What follows belongs to an exercise in optimizing a design on an open flow for small area, a short achievable clock period and few clock cycles per item; a production flow would make more cautious choices. Function was checked by simulation only, so behaviour that the tests miss may differ from the original. Power is estimated from default activity; no workload was simulated.

==> design/flow/config.mk <==
export PLATFORM = sky130hd
export DESIGN_NAME = ldpc_encoder
export DESIGN_NICKNAME = ldpc_encoder
export VERILOG_FILES = /design/flow/design.v
export SDC_FILE = /design/flow/constraint.sdc
export NUM_CORES = 8
export LEC_CHECK = 0
export CAP_MARGIN = 30
export CORE_MARGIN = 2
export CORE_UTILIZATION = 40
export CTS_CLUSTER_DIAMETER = 60
export CTS_CLUSTER_SIZE = 30
export SLEW_MARGIN = 30
==> design/flow/design.v <==
`timescale 1ns / 1ps
module rotate_left_vector #(
    parameter N = 125
) (
    input  wire [N-1:0] d_vec,
    input  wire [3:0]   h,
    input  wire [3:0]   m,
    input  wire [3:0]   l,
    output wire [62:0]  out_vector
);
  wire [N+2:0] d = {d_vec, 3'b0};
  reg [77:0] a;
  reg [65:0] b;
  reg [62:0] o;
  integer i;
  always @* begin
    for (i = 0; i < 78; i = i + 1)
      a[77-i] = (h[0] & d[N+2-i]) | (h[1] & d[N+2-i-16]) | (h[2] & d[N+2-i-32]) |
                (h[3] & d[N+2-i-48]);
    for (i = 0; i < 66; i = i + 1)
      b[65-i] = (m[0] & a[77-i]) | (m[1] & a[73-i]) | (m[2] & a[69-i]) | (m[3] & a[65-i]);
    for (i = 0; i < 63; i = i + 1)
      o[62-i] = (l[0] & b[65-i]) | (l[1] & b[64-i]) | (l[2] & b[63-i]) | (l[3] & b[62-i]);
  end
  assign out_vector = o;
endmodule
module double_block (
    input  wire [62:0]  x,
    input  wire [3:0]   h,
    input  wire [3:0]   m,
    input  wire [3:0]   l,
    output wire [124:0] out_vector
);
  reg [124:0] s1, s2, s3;
  reg [124:0] wide;
  integer k;
  always @* begin
    wide = {x, 62'b0};
    for (k = 0; k < 125; k = k + 1) begin
      s1[124-k] = (h[0] & wide[124-k]) |
                  (h[1] & (k >= 16 ? wide[124-k+16] : 1'b0)) |
                  (h[2] & (k >= 32 ? wide[124-k+32] : 1'b0)) |
                  (h[3] & (k >= 48 ? wide[124-k+48] : 1'b0));
    end
    for (k = 0; k < 125; k = k + 1) begin
      s2[124-k] = (m[0] & s1[124-k]) |
                  (m[1] & (k >= 4 ? s1[124-k+4] : 1'b0)) |
                  (m[2] & (k >= 8 ? s1[124-k+8] : 1'b0)) |
                  (m[3] & (k >= 12 ? s1[124-k+12] : 1'b0));
    end
    for (k = 0; k < 125; k = k + 1) begin
      s3[124-k] = (l[0] & s2[124-k]) |
                  (l[1] & (k >= 1 ? s2[124-k+1] : 1'b0)) |
                  (l[2] & (k >= 2 ? s2[124-k+2] : 1'b0)) |
                  (l[3] & (k >= 3 ? s2[124-k+3] : 1'b0));
    end
  end
  assign out_vector = wide | s3;
endmodule
`timescale 1ns / 1ps
module ldpc_encoder (
    input  wire        clk,
    input  wire        rst_n,
    input  wire        start_input,
    input  wire        start_conf_input,
    input  wire [63:0] data_in,
    output wire [63:0] data_out,
    output wire        done
);
  localparam NR = 12;
  localparam NC = 24;
  localparam S_IDLE = 2'd0;
  localparam S_CONF = 2'd1;
  localparam S_ENC = 2'd2;
  reg [1:0] state;
  reg [5:0] cyc;
  reg f_gshift, f_srshift, f_s1msg, f_first, f_chain, f_par, f_msgout, f_clr;
  reg done_r;
  reg [3:0] rows;
  reg [4:0] cols;
  reg [5:0] zsz;
  reg [NR*NC*6-1:0] g;
  always @(posedge clk) begin
    if (state == S_IDLE && start_conf_input) begin
      rows <= data_in[3:0];
      cols <= data_in[12:8];
      zsz <= data_in[21:16];
    end
    if (f_gshift) g <= {data_in, g[NR*NC*6-1:64]};
  end
  reg [6:0] k_t0;       
  reg [6:0] e_nm;       
  reg [6:0] e_dld;      
  reg [6:0] e_f;        
  reg [6:0] e_ch1;      
  reg [6:0] e_t0;       
  reg [6:0] e_mo;       
  reg [6:0] e_last;     
  reg [6:0] k_last;     
  reg [62:0] zmask;
  reg [5:0] k_nz;       
  reg [3:0] zh, zm, zl;    
  reg [NC-1:0] oh_r;    
  reg [NC-1:0] oh_r1;   
  reg [NR-1:0] th_r;    
  reg [NR-1:0] p_st;    
  wire [6:0] r7 = {3'b0, rows};
  wire [6:0] c7 = {2'b0, cols};
  integer r;
  always @(posedge clk) begin
    if (rows == 4'd1) k_t0 <= (c7 >= 7'd22) ? c7 + 7'd2 : 7'd24;
    else k_t0 <= (c7 + r7 >= 7'd24) ? c7 + 7'd1 : 7'd25 - r7;
    e_nm <= c7 - r7 - 7'd1;
    e_dld <= c7 - r7;
    e_f <= c7 - r7 + 7'd1;
    e_ch1 <= (rows == 4'd1) ? c7 : c7 - 7'd1;
    e_t0 <= k_t0 - 7'd1;
    e_mo <= k_t0 + r7 - 7'd2;
    e_last <= k_t0 + c7 - 7'd2;
    k_last <= k_t0 + c7 - 7'd1;
    zmask <= ~({63{1'b1}} >> zsz);
    k_nz <= 6'd63 - zsz;
    zh <= 4'b1 << zsz[5:4];
    zm <= 4'b1 << zsz[3:2];
    zl <= 4'b1 << zsz[1:0];
    for (r = 0; r < NC; r = r + 1) begin
      oh_r[r] <= (rows == r);
      oh_r1[r] <= (rows == r + 1);
    end
    for (r = 0; r < NR; r = r + 1) begin
      th_r[r] <= (r < rows);
      p_st[r] <= (rows >= 4'd3) ? (r == 2) : (rows == 4'd2 && r == 0);
    end
  end
  wire [6:0] c6 = {1'b0, cyc};
  wire n_enc = (state == S_IDLE) ? (start_input && !start_conf_input) :
               (state == S_ENC) && (c6 != k_last);
  wire n_conf = (state == S_IDLE) ? start_conf_input : (state == S_CONF) && (cyc != 6'd28);
  wire n_s1msg = n_enc && c6 <= e_nm;
  wire n_first = n_enc && c6 == e_f;
  wire n_chain = n_enc && c6 >= e_f && c6 <= e_ch1;
  wire n_par = n_enc && c6 >= e_t0 && c6 < e_mo;
  wire n_msgout = n_enc && c6 >= e_mo && c6 <= e_last;
  always @(posedge clk or negedge rst_n) begin
    if (!rst_n) begin
      state <= S_IDLE;
      cyc <= 6'd0;
      f_gshift <= 1'b0;
      f_srshift <= 1'b0;
      f_s1msg <= 1'b0;
      f_first <= 1'b0;
      f_chain <= 1'b0;
      f_par <= 1'b0;
      f_msgout <= 1'b0;
      f_clr <= 1'b0;
      done_r <= 1'b0;
    end else begin
      state <= n_conf ? S_CONF : n_enc ? S_ENC : S_IDLE;
      cyc <= (n_conf || n_enc) ? cyc + 6'd1 : 6'd0;
      f_gshift <= n_conf && cyc != 6'd0;
      f_srshift <= n_enc && (c6 <= 7'd22 || n_msgout);
      f_s1msg <= n_s1msg;
      f_first <= n_first;
      f_chain <= n_chain;
      f_par <= n_par;
      f_msgout <= n_msgout;
      f_clr <= n_enc && cyc == 6'd0;
      done_r <= n_enc && c6 >= e_t0;
    end
  end
  reg [NC-1:0] gsel;    
  reg [NR-1:0] rmask;   
  reg [NR-1:0] psel;    
  reg [NR-1:0] dsel;    
  always @(posedge clk) begin
    if (state == S_IDLE || !n_enc) gsel <= oh_r;
    else if (n_s1msg) gsel <= gsel << 1;
    else if (n_first) gsel <= oh_r1;
    else gsel <= gsel >> 1;
    if (n_s1msg) rmask <= th_r;
    else if (n_first) rmask <= th_r & ~12'b1;
    else if (n_chain) rmask <= rmask & (rmask >> 1);
    else rmask <= 12'b0;
    if (n_first) psel <= oh_r1[NR-1:0] & ~12'b1;
    else if (n_chain) psel <= psel >> 1;
    else if (n_enc && c6 == e_t0) psel <= p_st;
    else if (!n_par) psel <= 12'b0;
    else if (n_par) psel <= (psel & oh_r1[NR-1:0]) != 12'b0 ? 12'b1 : psel << 1;
    if (n_enc && c6 == e_dld) dsel <= oh_r1[NR-1:0];
    else dsel <= dsel >> 1;
  end
  reg [62:0] sr[0:22];
  integer i;
  always @(posedge clk) begin
    if (f_srshift) begin
      sr[0] <= data_in[63:1];
      for (i = 1; i < 23; i = i + 1) sr[i] <= sr[i-1];
    end
  end
  reg [62:0] acc[0:NR-1];
  reg [62:0] acc_next[0:NR-1];
  reg [62:0] total;
  wire [62:0] rot[0:NR-1];
  always @* begin
    total = 63'b0;
    for (r = 0; r < NR; r = r + 1) begin
      acc_next[r] = (acc[r] & {63{~f_clr}}) ^ rot[r];
      total = total ^ acc[r];
    end
  end
  reg [62:0] p_reg;      
  reg [124:0] d_reg;
  reg [3:0] sh[0:NR-1], sm[0:NR-1], sl[0:NR-1];
  reg [62:0] zm_msg, zm_first;
  always @(posedge clk) begin
    zm_msg <= zmask & {63{n_s1msg}};
    zm_first <= zmask & {63{n_first}};
  end
  wire [62:0] total_f = total & zm_first;
  wire [62:0] s1_x = (data_in[63:1] & zm_msg) | total_f | p_reg;
  wire [124:0] s1_dup;
  double_block u_dbl (
      .x(s1_x),
      .h(zh),
      .m(zm),
      .l(zl),
      .out_vector(s1_dup)
  );
  reg [5:0] gcv;
  integer c;
  always @(posedge clk) begin
    d_reg <= s1_dup;
    for (r = 0; r < NR; r = r + 1) begin
      gcv = 6'd0;
      for (c = 0; c < NC; c = c + 1)
        gcv = gcv | ({6{gsel[c]}} & g[(r*NC+c)*6+:6]);
      sh[r] <= 4'b1 << gcv[5:4];
      sm[r] <= 4'b1 << gcv[3:2];
      sl[r] <= {4{rmask[r] && gcv != 6'h3f}} & (4'b1 << gcv[1:0]);
    end
  end
  genvar gr;
  generate
    for (gr = 0; gr < NR; gr = gr + 1) begin : g_row
      rotate_left_vector #(.N(125)) u_rot (
          .d_vec(d_reg),
          .h(sh[gr]),
          .m(sm[gr]),
          .l(sl[gr]),
          .out_vector(rot[gr])
      );
    end
  endgenerate
  always @(posedge clk) begin
    for (r = 1; r < NR; r = r + 1) acc[r] <= acc_next[r];
    acc[0] <= f_first ? total : acc_next[0];
  end
  wire n_gap = n_enc && c6 > e_ch1 && c6 < e_t0;
  reg [5:0] gdiag, gsub;
  integer q;
  always @* begin
    gdiag = 6'd0;    
    gsub = 6'h3f;
    for (q = 1; q < NR; q = q + 1) begin
      gdiag = gdiag | ({6{dsel[q] & ~n_gap}} & g[(q*NC+q)*6+:6]);
      if (q >= 2) gsub = gsub & ({6{~dsel[q]}} | g[((q-1)*NC+q)*6+:6]);
    end
  end
  wire [5:0] gdu = gdiag + k_nz;    
  wire [5:0] gsu = gsub + k_nz;
  wire dlive = (gdiag != 6'h3f) && (n_chain || n_gap);
  wire slive = (gsub != 6'h3f) && n_chain;
  reg [3:0] fh, fm, fl, uh, um, ul;
  reg [3:0] bh, bm, bl, vh, vm, vl;
  always @(posedge clk) begin
    fh <= 4'b1 << gdiag[5:4];
    fm <= 4'b1 << gdiag[3:2];
    fl <= {4{dlive}} & (4'b1 << gdiag[1:0]);
    uh <= 4'b1 << gdu[5:4];
    um <= 4'b1 << gdu[3:2];
    ul <= {4{dlive}} & (4'b1 << gdu[1:0]);
    bh <= 4'b1 << gsub[5:4];
    bm <= 4'b1 << gsub[3:2];
    bl <= {4{slive}} & (4'b1 << gsub[1:0]);
    vh <= 4'b1 << gsu[5:4];
    vm <= 4'b1 << gsu[3:2];
    vl <= {4{slive}} & (4'b1 << gsu[1:0]);
  end
  wire [62:0] fx = total_f | p_reg;
  wire [62:0] f_left, f_right;
  rotate_left_vector #(.N(125)) u_fl (
      .d_vec({fx, 62'b0}),
      .h(fh),
      .m(fm),
      .l(fl),
      .out_vector(f_left)
  );
  rotate_left_vector #(.N(126)) u_fr (
      .d_vec({63'b0, fx}),
      .h(uh),
      .m(um),
      .l(ul),
      .out_vector(f_right)
  );
  wire [62:0] s_left, s_right;
  rotate_left_vector #(.N(125)) u_sl (
      .d_vec({fx, 62'b0}),
      .h(bh),
      .m(bm),
      .l(bl),
      .out_vector(s_left)
  );
  rotate_left_vector #(.N(126)) u_sr (
      .d_vec({63'b0, fx}),
      .h(vh),
      .m(vm),
      .l(vl),
      .out_vector(s_right)
  );
  reg [62:0] pend;
  always @(posedge clk) pend <= s_left ^ s_right;
  reg [62:0] accsel;
  always @* begin
    accsel = 63'b0;
    for (r = 0; r < NR; r = r + 1) accsel = accsel | ({63{psel[r]}} & acc[r]);
  end
  wire [62:0] p_new = (accsel ^ pend ^ f_left ^ f_right) & zmask;
  reg [62:0] out_reg;
  always @(posedge clk) begin
    p_reg <= p_new;
    out_reg <= p_new | (sr[22] & {63{f_msgout}});
  end
  assign data_out = {out_reg, 1'b0};
  assign done = done_r;
endmodule
==> design/flow/constraint.sdc <==
create_clock -name core_clock -period 12.0 [get_ports {clk}]
set_input_delay 2.4000 -clock core_clock [delete_from_list [all_inputs] [get_ports {clk}]]
set_output_delay 2.4000 -clock core_clock [all_outputs]
set_load 0.01 [all_outputs]
==> design/flow/flow/run.sh <==
#!/bin/bash
# The standard layout (standard.sh), with two repair settings changed:
#  - repair_timing aims for 7.4 ns of setup slack instead of 0, so the layout is
#    optimised for speed (the clock period and constraints are unchanged);
#  - more antenna-repair passes after detailed routing.
# make's full output goes to flow.log in the work folder; ORFS keeps each
# step's log under orfs/logs.
set -euo pipefail
sed 's/CLKGATE_MAP_FILE= /CLKGATE_MAP_FILE= SETUP_SLACK_MARGIN=7.4 MAX_REPAIR_ANTENNAS_ITER_DRT=15 /' \
  standard.sh > standard_tuned.sh
bash standard_tuned.sh > flow.log 2>&1
==> design/flow/standard.sh <==
#!/bin/bash
# synth_recipe.tcl (not shown) runs the flow's synth.tcl, then flattens the netlist and writes it again
# the make line also repeats each setting of config.mk as NAME=value (left out here)
make -C /OpenROAD-flow-scripts/flow DESIGN_CONFIG=/design/flow/config.mk WORK_HOME=/design/flow/orfs CLKGATE_MAP_FILE= SYNTH_SCRIPT=/design/flow/synth_recipe.tcl "${@:-finish}"
==> results by group <==
Cells and area
  • Fillers: 57.0k
  • Final nets: 22.0k
  • Most flop-heavy register: g
  • Share of layout cells above drive strength 1: 10.1%
  • FF+latch area: 0.129 mm²
  • Largest register FFs: 1,728
  • Top Registers: g: 1728 flops, sr: 1449 flops, acc: 756 flops
  • Area grow syn2layout: 11.0%
  • Area of the multi-input gates: 0.109 mm²

Routing
  • Vias: 224k
  • Vias per cell: 7.32
  • Drc violations: 0
  • Routed len/inst: 43.3 µm
  • Initial DRC Count: 44.3k
  • Post-route ant nets: 0
  • Routed WL: 1,320,000 µm
  • Drt first pass iters: 13

Timing
  • Final count of hold timing violations: 0
  • WHS: 0.385 ns
  • Max Freq: 207 MHz
  • Pins Over Slew Limit: 0
  • Slew @ Worst Pin: 1.26 ns
  • RSZ-0062 raised after global routing: yes
  • Fin crit period: 4.83 ns
  • Skew final: 0.148 ns
  • Final setup fails: 0
  • Worst slew margin: 16.3%
  • Tcrit/Tclk final: 40.3%
  • Total negative slack: 0 ns

Outcome
  • Status: timing/DRC/antenna clean

Setup path
  • R2R Setup Slk: 7.17 ns
  • CP most frequent cell: buf_4
  • Critical path class: reg -> reg
  • Worst endpoint required time: 13.04 ns
  • Reg2Reg Depth: 11
  • Crit-path max cell delay: 0.65 ns
  • Startpoint class of the critical path: register
  • Largest delay contributor family on the critical path: buffers and inverters
  • CP bufs+invs: 4
  • Critical-path cell list: buf_4 -> buf_4 -> inv_1 -> nor2_2 -> buf_4 -> a21oi_1 -> nand3_1 -> a21oi_1 -> o21ai_0 -> xnor3_2 -> o21ai_0
  • Slowest stage cell, crit path: xnor3_2
  • Critical path endpoint category: register
  • Worst Path Arrival: 5.88 ns
  • CP max FO: 28
  • Worst path depth: 11

Logic synthesis
  • Cells after Synth: 22.8k
  • Sequential share of the synthesized area: 52.0%
  • Post-synth EDFFs: 3,192
  • Yosys reg bits: 4,822
  • Post-synth top area cell: edfxtp_1
  • Cell area after synthesis: 0.247 mm²
  • Synth async-reset ratio: 0.290%
  • Syn_nets: 23.0k
  • Post-synth top cells: 4,497 x a22oi_1, 3,192 x edfxtp_1, 2,406 x nand2_1, 2,149 x clkbuf_1, 1,616 x dfxtp_1
  • Warnings from Yosys: 16
  • Synth unique cells: 92
  • Dominant cells by area after synthesis: edfxtp_1 39%, a22oi_1 14%, dfxtp_1 13%
  • Ys flop type: edfxtp_1
  • Most frequent cell after synthesis: a22oi_1
  • Synth Area per Inst: 10.8 µm²
  • Synth top area share: 38.8%

Worst hold path
  • HP Class: reg -> reg
  • WHS Path Cells: 0

Floorplan
  • Core area: 0.615 mm²
  • Initial core utilization: 40.2%
  • Io pins: 133
  • FP Rows: 288
  • Die height: 790 µm
  • Die X: 790 µm
  • Die ar.: 0.624 mm²

GRT
  • First-pass GRT wire length: 1,760,000 µm
  • Grt total ovfl: 0
  • Initial antenna violation count: 157
  • Global Route Usage Sum: 40.3%
  • Vias in the first global route: 205k
  • Pin count of the biggest net entering global routing: 194

Power and ir drop
  • Leak: 95.8 nW
  • Cell Pwr Density: 269 mW/mm²
  • IR drop worst, VDD: 0.000398 V

CTS
  • Reg clk slew, reported paths: 0.10 ns
  • Clock Path Buffers: 4
  • Root Driver: clkbuf_16
  • CTS tree: built
  • CTS Buf Count: 399
  • CTS sink cnt: 4,822
  • Insertion delay to the later sink of the worst-skew pair: 1.16 ns
  • H-tree depth: 5

Run
  • Max-cap viol count: 0

Place
  • IO Port Bufs: 131
  • Gpl congestion: 1.10
  • DP HPWL: 941,000 µm
[kinds of logic (layout without fill, tap and decap cells)]
group	count (synthesis)	after routing	synth area share [%]
compound gates	8919	8920	28.3
flops	4822	4822	52.0
simple gates	4522	4522	8.45
buf+inv	2742	2093	4.18
xor+xnor	1699	1699	6.51
fa+ha+maj	94	94	0.494
mux	15	15	0.0669
other cells	1	249	0.00152
[layer usage]
layer / part of all wire [%] / track usage, %
met1: 36 / 49.5
met2: 39 / 54.8
met3: 16 / 19.8
met4: 9.0 / 28.2
met5: 0.095 / 0.664
[stage by stage]
| step | worst slack, ns | std cells | power, mW | utilization [%] | cell area, µm² |
|---|---|---|---|---|---|
| 6_report | 7.17 | 30534 | 73.7 | 44.6 | 274000 |
| 5_1_grt | 7.33 | 30425 | 74.4 | 44.5 | 274000 |
| 4_1_cts | 7.40 | 30242 | 71.0 | 44.3 | 273000 |
| 3_5_place_dp | 5.40 | 29477 | 56.2 | 41.8 | 257000 |
| 3_3_place_gp | 5.27 | 29428 | 55.9 | 41.7 | 257000 |
| 2_1_floorplan | -0.372 | 22814 | 42.0 | - | 247000 |
[cell type report]
cell class              instances  share of cell area [%]
multi-input cells           15251                    39.9
diodes                        248                   0.226
inverters                     282                   0.389
well taps                    8120                    3.71
flip-flops and latches       4822                    47.1
repair buffers               1061                    3.20
clock buffers                 432                    3.79
clock inverters               318                    1.68
[final timing paths]
check,startpoint,end
worst max-delay path,um[2],out_reg[29]
worst min-delay path,sr[20][26],sr[21][26]
worst max register to register,um[2],out_reg[29]
worst min register to register,sr[20][26],sr[21][26]
max in group asynchronous,rst_n,f_first
min in group asynchronous,rst_n,state[1]
[what timing repair did]
item	in CTS	in global routing
hold buffers	0	0
pin swaps	8	21
setup endpoints to repair	205	114
cloned	2	1
hold endpoints to repair	0	0
buffers inserted	13	19
gates resized for setup	67	75
[power breakdown]
group          internal [mW]  total [mW]  switching, mW  leakage, nW
registers               24.5        30.2           5.64         43.6
logic                   6.82        28.7           21.9         45.0
clock network           7.31        14.9           7.56         7.16
[worst register-to-register path: cells and delay by family (launching register included)]
kind,cells,cell delay (ns)
AOI/OAI and AO/OA,4,1.23
xor gates and xnor gates,1,0.65
buffers and inverters,4,1.67
DFF,1,0.34
and+or+nand+nor,2,0.85
[placed cells by master (no fill, tap or decap), drive strengths merged, types with 169 or more instances in the layout]
cell,count
a21oi,351
a221oi,1230
a222oi,232
a22o,1406
a22oi,4497
buf,926
clkbuf,435
dfxtp,1616
diode,248
edfxtp,3192
inv,399
nand2,2406
nand3,281
nand4,169
nor2,425
nor2b,776
o21ai,349
xnor2,1483
Testbench counts, summed over its fixed seeds: cycles 10,336, items 192.

[separate check: timing with driven ports]
The results above use ideal ports. As a check the final layout listed here was re-extracted and re-timed, cells and wires unchanged.
Step 1 assumes that a clkbuf_16 drives the clock port and a buf_2 every other input.
Step 2 adds t to the input delays and takes it off the output delays; t is the mean of the earliest and latest rising clock arrival at the registers after step 1. Input paths then give back, and output paths get back, about the clock's delay inside the block.
Three values: ideal, step 1, step 2; two values: the first two.
t, ns: 1.244
setup slack, ns: 7.165 / 7.165 / 6.237
hold WS [ns]: 0.385 / 0.385 / 0.385
worst setup path after step 2: input to register
worst register clock-pin slew, ns: 0.11 / 0.11
After both steps setup and hold are still met in this run. The setup slack of this run moves by 0.000 ns with the drivers and by -0.928 ns with both steps.
